Source: an optimization exercise on an open RTL-to-GDS flow (aim: small area). Production flows keep margins and buffers that such runs may drop.
The RTL was checked by simulation tests, not by an equivalence proof against the original design.
No activity file was given, so power comes from the tool's default toggle rates.

==> design.v <==
`timescale 1ns / 1ps
module top_multi_digit(clk, reset, seg_cathode, seg_anode_o);  
	input wire clk;
	input wire reset;
	output wire [6:0] seg_cathode;
	output wire [3:0] seg_anode_o;
	wire [3:0] mux_out, decoder_out;
	wire en_o = 1;
	wire [11:0] count_val;
	wire [15:0] BCD_in;
	assign seg_anode_o = ~decoder_out; 
	reg [15:0] bcd_reg;
	wire bcd_en;
    upCounter UUT11 (.clk(clk), .reset(reset), .count_val(count_val), .bcd_en(bcd_en));
    bcd_doubleDabble UUT22 (.clk(clk), .reset(reset), .en_in(en_o), .bin(count_val), .bcd(BCD_in), .bcd_en(bcd_en));
    anode_gen UUT1 (.clk(clk), .reset(reset), .seg_anode(decoder_out));
    Mux_4to1_case UUT2 (.s(decoder_out), .i0(bcd_reg[15:12]), .i1(bcd_reg[11:8]), .i2(bcd_reg[7:4]), .i3(bcd_reg[3:0]), .o(mux_out));
    BCD_7_seg_conv UUT3 (.num(mux_out), .seg(seg_cathode));
    always @(posedge clk) begin
        if (reset)
            bcd_reg <= 16'd0;
        else if (bcd_en)
            bcd_reg <= BCD_in;
    end
endmodule
module anode_gen(clk, reset, seg_anode);
	input wire clk;
	input wire reset;
	output wire [3:0] seg_anode;
	wire [1:0] countToDecoder;
	refresh_counter UUT1(.clk(clk), .reset(reset), .o_q(countToDecoder));
	shift_register UUT2(.count(countToDecoder), .mux(seg_anode));
endmodule
module refresh_counter(clk, reset, o_q);  
	input wire clk;
	input wire reset;
	output reg [1:0] o_q;
	reg [1:0] o_d;
	reg [8:0] count;
	always@(posedge clk)
	if (reset)
	begin
	    count = 9'b000000000;
	    o_d = 2'b00;
	    o_q <= 2'b00;
	end
	else
	begin
	    count = count + 9'b000000001;
		if(o_d == 2'b11 && count==9'b100000001)  
		begin
			o_d = 2'b00;
			o_q <= o_d;
	    end
		else
		begin
			if(count == 9'b100000001)
			begin
			o_d = o_d + 1'b1;
			o_q <= o_d;
			end
		end
		if(count == 9'b100000001)
		  count = 9'b000000000;
	end
endmodule
module shift_register(count, mux);  
	input wire [1:0] count;
	output reg [3:0] mux;
	always@ (*)
	begin
		case (count)
		  2'b00 : mux = 4'b1000;
		  2'b01 : mux = 4'b0100;
		  2'b10 : mux = 4'b0010;
		  2'b11 : mux = 4'b0001;
		  default : mux = 4'bxxxx;
		endcase
	end
endmodule
module Mux_4to1_case(s, i0, i1, i2, i3, o);
	input wire [3:0] s, i0, i1, i2, i3;
	output reg [3:0] o;
	always@(*)  
	begin
		case (s)
			4'b1000 : o = i0;
			4'b0100 : o = i1;
			4'b0010 : o = i2;
			4'b0001 : o = i3;
			default : o = 1'bx;  
		endcase
	end
endmodule
module BCD_7_seg_conv(num, seg);
	input wire [3:0] num;
	output reg [6:0] seg;
	always@(num)  
	begin
		case (num)  
			0 : seg = 7'b1000000;  
			1 : seg = 7'b1111001;  
			2 : seg = 7'b0100100;  
			3 : seg = 7'b0110000;  
			4 : seg = 7'b0011001;  
			5 : seg = 7'b0010010;  
			6 : seg = 7'b0000010;  
			7 : seg = 7'b1111000;  
			8 : seg = 7'b0000000;  
			9 : seg = 7'b0010000;  
			default : seg = 7'b1111111; 
		endcase
    end
endmodule
module upCounter(clk, reset, count_val, bcd_en);
    input clk, reset, bcd_en;
    output reg[11:0] count_val;
     reg [16:0] cycle;  
    always@(posedge clk)
    begin
        if(reset)
        begin
            count_val <= 12'b000000000000;
            cycle <= 17'd00000000000000000;
        end
        else if (bcd_en)
        begin
            if (cycle == 17'd7) begin
                    count_val <= count_val + 1; 
                    cycle <= 17'd0;
                end else begin
                    cycle <= cycle + 1; 
                end
            end
        end
endmodule
module bcd_doubleDabble(clk, reset, en_in, bin, bcd, bcd_en);
    input clk, reset, en_in;
    input [11:0] bin;
    output [15:0] bcd;
    output bcd_en;
    parameter IDLE = 3'b000;
    parameter SETUP = 3'b001;
    parameter ADD = 3'b010;
    parameter SHIFT = 3'b011;
    parameter DONE = 3'b100;
    reg [27:0] shift_reg;
    reg [2:0] state;
    reg busy;
    reg [3:0] sh_counter;
    reg [1:0] add_counter;
    reg result_rdy;
    always@(posedge clk)
    if(reset)
    begin
        shift_reg <= 28'b0000000000000000000000000000;
        state <= 3'b000;
        busy <= 0;
        sh_counter <= 4'b0000;
        add_counter <= 2'b00;
        result_rdy <= 0;
    end
    else
    begin
        if(en_in && ~busy)
        begin
            shift_reg <= {16'b0000000000000000, bin};
            state <= SETUP;
        end
        case(state)
            IDLE:
            begin
                result_rdy <= 0;
                busy <= 0;
            end
            SETUP:
            begin
                busy <= 1;
                state <= ADD;
            end
            ADD:
            begin
                case(add_counter)
                    0:
                    begin
                        if(shift_reg[15:12] >= 4'b0101)
                           shift_reg[27:12] <= shift_reg[27:12] + 4'b0011;
                        add_counter <= add_counter + 2'b01;
                    end
                    1:
                    begin
                        if(shift_reg[19:16] >= 4'b0101)
                            shift_reg[27:16] <= shift_reg[27:16] + 4'b0011;
                        add_counter <= add_counter + 2'b01;
                    end
                    2:
                    begin
                        if(shift_reg[23:20] >= 4'b0101)
                            shift_reg[27:20] <= shift_reg[27:20] + 4'b0011;
                        add_counter <= add_counter + 2'b01;
                    end
                    3:
                    begin
                        if(shift_reg[27:24] >= 4'b0101)
                            shift_reg[27:24] <= shift_reg[27:24] + 4'b0011;
                        add_counter <= 0;
                        state <= SHIFT;
                    end
                endcase
            end
            SHIFT:
            begin
                sh_counter <= sh_counter + 4'b0001;
                shift_reg <= shift_reg << 1;
                if(sh_counter == 4'b1011)
                begin
                    sh_counter <= 4'b0000;
                    state <= DONE;
                end
                else
                    state <= ADD;
            end
            DONE:
            begin
                result_rdy <= 1'b1;
                state <= IDLE;
                busy <= 0;
            end
            default:
            begin
                state <= IDLE;
            end
        endcase
    end
    assign bcd = shift_reg[27:12];
    assign bcd_en = result_rdy;
endmodule
==> run.sh <==
#!/bin/bash
# synth_recipe.tcl (not shown) runs the flow's synth.tcl, then flattens the netlist and writes it again
# the make line also repeats each setting of config.mk as NAME=value (left out here)
make -C /OpenROAD-flow-scripts/flow DESIGN_CONFIG=/design/flow/config.mk WORK_HOME=/design/flow/orfs CLKGATE_MAP_FILE= SYNTH_SCRIPT=/design/flow/synth_recipe.tcl finish
==> config.mk <==
export PLATFORM = sky130hd
export DESIGN_NAME = top_multi_digit
export DESIGN_NICKNAME = top_multi_digit
export VERILOG_FILES = /design/flow/design.v
export SDC_FILE = /design/flow/constraint.sdc
export NUM_CORES = 4
export LEC_CHECK = 0
export CAP_MARGIN = 20
export CORE_MARGIN = 2
export CORE_UTILIZATION = 40
export SLEW_MARGIN = 20
==> constraint.sdc <==
create_clock -name core_clock -period 10.0 [get_ports {clk}]
set_input_delay 2.0000 -clock core_clock [delete_from_list [all_inputs] [get_ports {clk}]]
set_output_delay 2.0000 -clock core_clock [all_outputs]
set_load 0.01 [all_outputs]
==> impl_metrics.tcl, run 1 <==
set metrics [dict create \
    hp-class "reg -> reg" \
    hpwl_um 9290 \
    wire_per_inst_um 16.0 \
    yosys.area.top_type_share 0.327 \
    synth_edf_count 0 \
    numPortBuffers 12 \
    numCtsBuffers 9 \
    p_comb_frac 0.062 \
    cts_tree "done" \
    first_pass_iters 5 \
    tightest_slew_ps 1090 \
    ctsResizeCount 0 \
    critPathMaxFanout 6 \
    async_flop_share 0 \
    clock-sinks 95 \
    worst_ep_required_time_ps 8000 \
    hold_viol_final 0 \
    vias_per_cell 5.69 \
    syn-instance-count 722 \
    startpoint_type "flop" \
    fp.dieW_um 125 \
    max_freq_mhz 193 \
    grt_pass1_vias 4850 \
    cp-end-kind "output port" \
    core_um2 14400 \
    antenna_found_initial 0 \
    ys_ff_latch 95 \
    maxCapViolations 0 \
    yosysWarnings 7 \
    clock_latency_ps 360 \
    yosysSeqAreaShare 0.327 \
    routed-via-count 5044 \
    finClkSkew_ps 7.62 \
    grt_max_degree 77 \
    ir_drop_mv 0.0829 \
    dieArea_um2 15500 \
    grt.overflow.total 0 \
    num_rows 44 \
    place_congestion 0.904 \
    status "finished clean" \
    slew_headroom 0.269 \
    synth-main-ff-cell "dfxtp_1" \
    crit_type "reg -> out" \
    synth_top_area_cell "dfxtp_1" \
    ys_top_cells_by_area "dfxtp_1 (33%), ha_1 (7.1%), nor2_1 (6.3%), mux2i_1 (5.9%), a21oi_1 (3.9%)" \
    ctsRootBufferMaster "clkbuf_16" \
    setup_viol 0 \
    rsz0062_at_grt "false" \
    p_switching_uw 207 \
    synth_xor_xnor_area_share 0.0648 \
    grtUsageTotal 0.187 \
    crit_arrival_ps 3180 \
    power.density_nw_per_um2 133 \
    routed_wl_um 14200 \
    clockBufferDepth 2 \
    drtIter0Drc 449 \
    netlist_area_um2 5810 \
    grt_pass1_wl_um 24400 \
    layout_min_cycle_time_ps 5180 \
    drtAntennaViolNets 0 \
    start_util 0.405 \
    n_antenna_cell 0 \
    swShare 0.248 \
    pin_count 13 \
    synth_mux_area_frac 0.0624 \
    area_growth_pct 8.11 \
    htree_levels 3 \
    p_seq_frac 0.472 \
    syn_nets 757 \
    nNetsFinal 733 \
    layout_worst_path_cycle_share 0.518 \
    cts.reportedPaths.clkPinSlew_ps 70 \
    synth_top_family_by_area "simple AND/OR/NAND/NOR gates" \
    fp.dieH_um 125 \
    ctsHoldBuffers 0 \
    leakage_uw 0.00221 \
    largest_reg_flops 28 \
    synthAdderAreaFrac 0.0710 \
    report.power.total_uw 834 \
    synth-simple-area-share 0.224 \
    drc 0 \
    syn_avg_cell_area_um2 8.05 \
    drive_gt1_frac 0.0470 \
    drv_slew 0 \
    tns_ps 0 \
    intPower_uw 627 \
    synth_compound_area_frac 0.194 \
    cts_setup_buffers 0 \
    power.share.clock 0.466 \
    post_synth_num_cell_types 65 \
]
## cells in the mapped netlist, types with 4 or more instances
library cell and instances:
nand4_1 15, xnor2_1 22, nor2b_1 4, and3_1 8, o2111ai_1 5, nor4_1 10, or3_1 7, a31oi_1 8
a221oi_1 5, a21o_1 4, o211ai_1 5, a21oi_1 45, nand2b_1 12, dfxtp_1 95, ha_1 33, nor3b_1 4
buf_2 13, a211oi_1 17, mux2i_1 34, a2111oi_0 6, nand3_1 19, clkbuf_1 29, o22ai_1 5, xor2_1 21
inv_1 25, nor2_1 98, buf_1 7, nand2_1 52, o31ai_1 5, a22oi_1 6, nor3_1 17, o21ai_0 37
o221ai_1 4
## metal layers
metal / up-vias / GRT usage / share of wire
li1: 2525 / - / -
met1: 2354 / 0.254 / 0.47
met2: 147 / 0.301 / 0.46
met3: 18 / 0.0301 / 0.055
met4: 0 / 0.0648 / 0.016
met5: - / 0 / 0
## cell type report
| cell class | instances | area, um2 |
|---|---|---|
| multi-input combinational | 550 | 3580 |
| tap | 184 | 230 |
| sequential | 95 | 1900 |
| inverter | 25 | 93.8 |
| clock inverter | 5 | 88.8 |
| clock buffer | 10 | 239 |
| fill | 1384 | 8080 |
| timing repair buffer | 17 | 153 |
## cell usage in the layout, fill, tap and decap left out, types with 5 or more instances in the layout
cell | netlist | layout
nor2_1 | 98 | 98
dfxtp_1 | 95 | 95
nand2_1 | 52 | 52
a21oi_1 | 45 | 45
o21ai_0 | 37 | 37
mux2i_1 | 34 | 34
ha_1 | 33 | 33
inv_1 | 25 | 25
xnor2_1 | 22 | 22
xor2_1 | 21 | 21
nand3_1 | 19 | 19
nor3_1 | 17 | 17
a211oi_1 | 17 | 17
nand4_1 | 15 | 15
nand2b_1 | 12 | 12
clkdlybuf4s50_1 | 0 | 11
nor4_1 | 10 | 10
clkbuf_16 | 0 | 9
and3_1 | 8 | 8
a31oi_1 | 8 | 8
or3_1 | 7 | 7
a22oi_1 | 6 | 6
a2111oi_0 | 6 | 6
a221oi_1 | 5 | 5
o2111ai_1 | 5 | 5
o211ai_1 | 5 | 5
o31ai_1 | 5 | 5
o22ai_1 | 5 | 5
buf_4 | 0 | 5
## cells by family after synthesis
kind of cell / count (synthesis)
buf+inv: 77
flops: 95
fa+ha+maj: 33
compound gates: 172
mux: 36
simple gates: 266
xor+xnor: 43
## power by group through the flow
stage	logic [uW]	registers [uW]	clock network, uW
finish	52.0	393	388
floorplan	44.8	395	0
CTS	50.8	393	396
global placement	50.2	402	0
detailed placement	50.6	402	0
global route	57.1	395	410
## critical path: stages (launching register included)
cell and delay [ps]:
dfxtp_1 430, inv_1 140, ha_1 270, a22o_1 240, a221oi_1 550, inv_1 150
ha_1 250, mux2i_1 190, a21oi_1 100, clkdlybuf4s50_1 500
## stage by stage
stage / worst slack (ps) / cell area (um2) / cells / util / hold WS [ps]
after floorplan: 5970 / 5810 / 722 / - / 449
after global routing: 4630 / 6290 / 886 / 0.437 / 500
after detailed placement: 5230 / 5960 / 871 / 0.415 / 467
final: 4820 / 6290 / 886 / 0.437 / 473
after CTS: 4850 / 6290 / 886 / 0.437 / 477
after global placement: 5390 / 5960 / 871 / 0.415 / 463
## worst paths after layout
path | start | end | slack, ps | cells past startpoint
setup / recovery | UUT1.UUT1.o_d[0] | seg_cathode[0] | 4820 | 9
setup reg to reg | UUT22.shift_reg[12] | UUT22.shift_reg[14] | 7300 | 8
hold reg to reg | UUT22.sh_counter[1] | UUT22.sh_counter[1] | 470 | 2
hold / removal | UUT22.sh_counter[1] | UUT22.sh_counter[1] | 470 | 2
==> run 2, diff against run 1 <==
==> design.v (replaced) <==
module top_multi_digit(clk, reset, seg_cathode, seg_anode_o);
    input wire clk;
    input wire reset;
    output reg [6:0] seg_cathode;
    output wire [3:0] seg_anode_o;
    reg [8:0] rf;
    wire rf_e = ~(rf[1] | rf[3] | rf[4] | rf[5] | rf[7]);
    always @(posedge clk)
        if (reset | rf_e) rf <= 9'd398;
        else              rf <= {~rf[7:0], ~(rf[6] ^ rf[8])};
    reg [1:0] p;
    always @(posedge clk)
        if (reset)     p <= 2'b00;
        else if (rf_e) p <= {p[0], ~p[1]};
    assign seg_anode_o = {p[1] | p[0], p[1] | ~p[0], ~(p[1] & p[0]), ~p[1] | p[0]};
    reg [9:0] cv;
    wire cv_e = ((cv & 10'd219) == (10'd398 & 10'd219));
    always @(posedge clk)
        if (reset)     cv <= 10'd217;
        else if (cv_e) cv <= 10'd232;
        else           cv <= {~cv[8:0], ~(cv[6] ^ cv[9])};
    reg [2:0] d3;
    reg [3:0] d2, d1, d0;
    wire wrap = d3[2] & d1[3] & d1[0] & d0[2] & d0[0];
    wire c0 = (d0 == 4'd9);
    wire c1 = c0 & (d1 == 4'd9);
    wire c2 = c1 & (d2 == 4'd9);
    always @(posedge clk)
        if (reset | (cv_e & wrap)) begin
            d3 <= 3'd0; d2 <= 4'd0; d1 <= 4'd0; d0 <= 4'd0;
        end else if (cv_e) begin
            d0 <= c0 ? 4'd0 : d0 + 4'd1;
            if (c0) d1 <= c1 ? 4'd0 : d1 + 4'd1;
            if (c1) d2 <= c2 ? 4'd0 : d2 + 4'd1;
            if (c2) d3 <= d3 + 3'd1;
        end
    reg [3:0] dig;
    always @(*)
        case (p)
            2'b00: dig = {1'b0, d3};
            2'b01: dig = d2;
            2'b11: dig = d1;
            default: dig = d0;
        endcase
    always @(*)
        case (dig)
            4'd0: seg_cathode = 7'b1000000;
            4'd1: seg_cathode = 7'b1111001;
            4'd2: seg_cathode = 7'b0100100;
            4'd3: seg_cathode = 7'b0110000;
            4'd4: seg_cathode = 7'b0011001;
            4'd5: seg_cathode = 7'b0010010;
            4'd6: seg_cathode = 7'b0000010;
            4'd7: seg_cathode = 7'b1111000;
            4'd8: seg_cathode = 7'b0000000;
            4'd9: seg_cathode = 7'b0010000;
            default: seg_cathode = 7'b1111111;
        endcase
endmodule
==> run 2 against run 1 <==
Effect of this change: sequential power fell by 62%; non-clock buffer count fell by 4; global-route usage fell by 2.3 points; hold slack got worse by 100 ps; register-to-register slack improved by 950 ps; via count fell by 74%; critical path type unchanged; critical endpoint is now seg_cathode[1]; largest cell class unchanged.
==> impl_metrics.tcl, run 2 <==
set metrics [dict create \
    drive_gt1_frac 0.108 \
    clock_latency_ps 290 \
    drv_slew 0 \
    vias_per_cell 5.31 \
    area_growth_pct 15.8 \
    core_um2 4030 \
    place_congestion 0.746 \
    synth.most_common_cell "dfxtp_1" \
    htree_levels 2 \
    yosysSeqAreaShare 0.427 \
    synth-main-ff-cell "dfxtp_1" \
    critPathLaunch "p[1]" \
    routed-via-count 1300 \
    async_flop_share 0 \
    fp.dieH_um 68.9 \
    cp-end-kind "output port" \
    final-instance-count-excl-fill 245 \
    holdPathEnd "rf[1]" \
    routed_wl_um 3400 \
    yosysWarnings 1 \
    critPathMaxFanout 10 \
    startpoint_type "flop" \
    rr_endpoint "d1[3]" \
    worst_r2r_startpoint "cv[4]" \
    syn-instance-count 179 \
    rrSetupSlack_ps 8250 \
    hpwl_um 2650 \
    num_rows 23 \
    yosys.area.top_type_share 0.427 \
    status "finished clean" \
    syn_avg_cell_area_um2 9.42 \
    fp.dieW_um 68.9 \
    ctsRootBufferMaster "clkbuf_8" \
    mostFrequentLayoutCells "dfxtp_1 (36), nand2_1 (21), nor2_1 (19), clkdlybuf4s50_1 (12), a21oi_1 (10)" \
    drc 0 \
    nNetsFinal 204 \
    numPortBuffers 12 \
    ir_drop_mv 0.0872 \
    maxCapViolations 0 \
    hold_viol_final 0 \
    max_freq_mhz 215 \
    dp_cells 237 \
    cts_setup_buffers 0 \
    leakage_uw 0.000752 \
    clockBufferDepth 2 \
    clock-sinks 36 \
    worst_ep_required_time_ps 8000 \
    antenna_found_initial 0 \
    synth_edf_count 0 \
    ff2ff_path_depth 5 \
    cts.reportedPaths.clkPinSlew_ps 70 \
    finClkSkew_ps 5.52 \
    rsz0062_at_grt "false" \
    slew_headroom 0.659 \
    tightest_slew_ps 507 \
    layout_worst_path_cycle_share 0.464 \
    syn_nets 189 \
    netlist_area_um2 1690 \
    hp-class "reg -> reg" \
    whs_path_depth 1 \
    ys_ff_latch 36 \
    ctsHoldBuffers 0 \
    final_common_cell "dfxtp_1" \
    grt_pass1_vias 1317 \
    grt_max_degree 13 \
    post_synth_num_cell_types 47 \
    pin_count 13 \
    setup_viol 0 \
    start_util 0.419 \
    grtUsageTotal 0.164 \
    layout_min_cycle_time_ps 4640 \
    power.density_nw_per_um2 146 \
    crit_type "reg -> out" \
    crit_arrival_ps 2640 \
    largest_reg_flops 10 \
    wire_per_inst_um 13.9 \
    synth_top_area_cell "dfxtp_1" \
    cts_tree "done" \
    ys_top_cells_by_area "dfxtp_1 (43%), ha_1 (5.9%), nand2_1 (4.7%), nor2_1 (4.2%), a21oi_1 (3.0%)" \
    dieArea_um2 4750 \
    n_antenna_cell 0 \
    min_from "rf[0]" \
    drtIter0Drc 54 \
    first_pass_iters 4 \
    ctsResizeCount 0 \
    grt_pass1_wl_um 5680 \
    grt.overflow.total 0 \
    tns_ps 0 \
    yosys-top-cells-count "dfxtp_1 (36), nand2_1 (21), nor2_1 (19)" \
    drtAntennaViolNets 0 \
    numCtsBuffers 5 \
]
[run 2: how the worst max path moves through the flow]
stage | endpoint | slack [ps]
detailed placement | seg_cathode[1] | 5670
floorplan | seg_cathode[1] | 6330
global route | seg_cathode[1] | 5210
finish | seg_cathode[1] | 5360
CTS | seg_cathode[1] | 5340
global placement | seg_cathode[1] | 5710
[run 2: layout make-up]
| class | count | area [um2] |
|---|---|---|
| fill | 381 | 2080 |
| multi-input combinational | 128 | 893 |
| sequential | 36 | 721 |
| timing repair buffer | 13 | 128 |
| clock buffer | 5 | 68.8 |
| tap | 50 | 62.6 |
| clock inverter | 3 | 42.5 |
| inverter | 10 | 37.5 |
[run 2: kinds of logic (layout without fill, tap and decap cells)]
logic type,Yosys count,after routing,share of synthesized area
xor gates and xnor gates,6,6,0.0312
muxes,6,6,0.0608
buffers and inverters,15,31,0.0430
AOI/OAI and AO/OA,34,34,0.141
and+or+nand+nor,74,74,0.237
adders and majority gates,8,8,0.0593
DFF,36,36,0.427
[run 2: worst max-delay path, cell delays in order (launching register included)]
cell and delay, ps:
dfxtp_1 530, mux4_1 700, inv_1 140, ha_1 260, o22ai_1 170, clkdlybuf4s50_1 550
[run 2: stage by stage]
stage | hold WS (ps) | utilization | cell area, um2 | worst slack, ps | power (uW)
CTS | 372 | 0.485 | 1950 | 5340 | 288
floorplan | 343 | - | 1690 | 6330 | 159
global placement | 346 | 0.457 | 1840 | 5710 | 161
finish | 370 | 0.485 | 1950 | 5360 | 285
global route | 388 | 0.485 | 1950 | 5210 | 297
detailed placement | 354 | 0.457 | 1840 | 5670 | 162
[run 2: where the power goes]
group          internal (uW)  switching [uW]  total [uW]
Sequential               148            2.84         151
Clock                   73.7            52.3         126
Combinational           3.20            4.13        7.33
[run 2: layer usage]
layer  track usage  vias up  wire (um)
met5             0        -          0
li1              -      667          -
met1         0.189      611       1570
met4        0.0686        0         57
met2         0.281       16       1670
met3        0.0487        6        104

what the ideal ports hide:
The flow's constraints put no driver on any port. The routed layouts listed below were extracted and timed again, unchanged, in two steps. Step 1, drivers: a clkbuf_16 drives clk and a buf_2 each remaining input, both assumed. Step 2 also shifts input and output timing later by t, the mid clock arrival at the registers, as if the neighbouring blocks saw the same clock. a / b / c = ideal / step 1 / step 2; a / b = the first two.
run	shift t [ns]	setup WS [ns]	hold slack, ns	pins driven straight from the clock port
run 1	0.396	4.820 / 4.776 / 5.172	0.473 / 0.473 / 0.473	1
run 2	0.310	5.360 / 5.333 / 5.643	0.370 / 0.370 / 0.370	1
After both steps setup and hold are still met in every run listed.
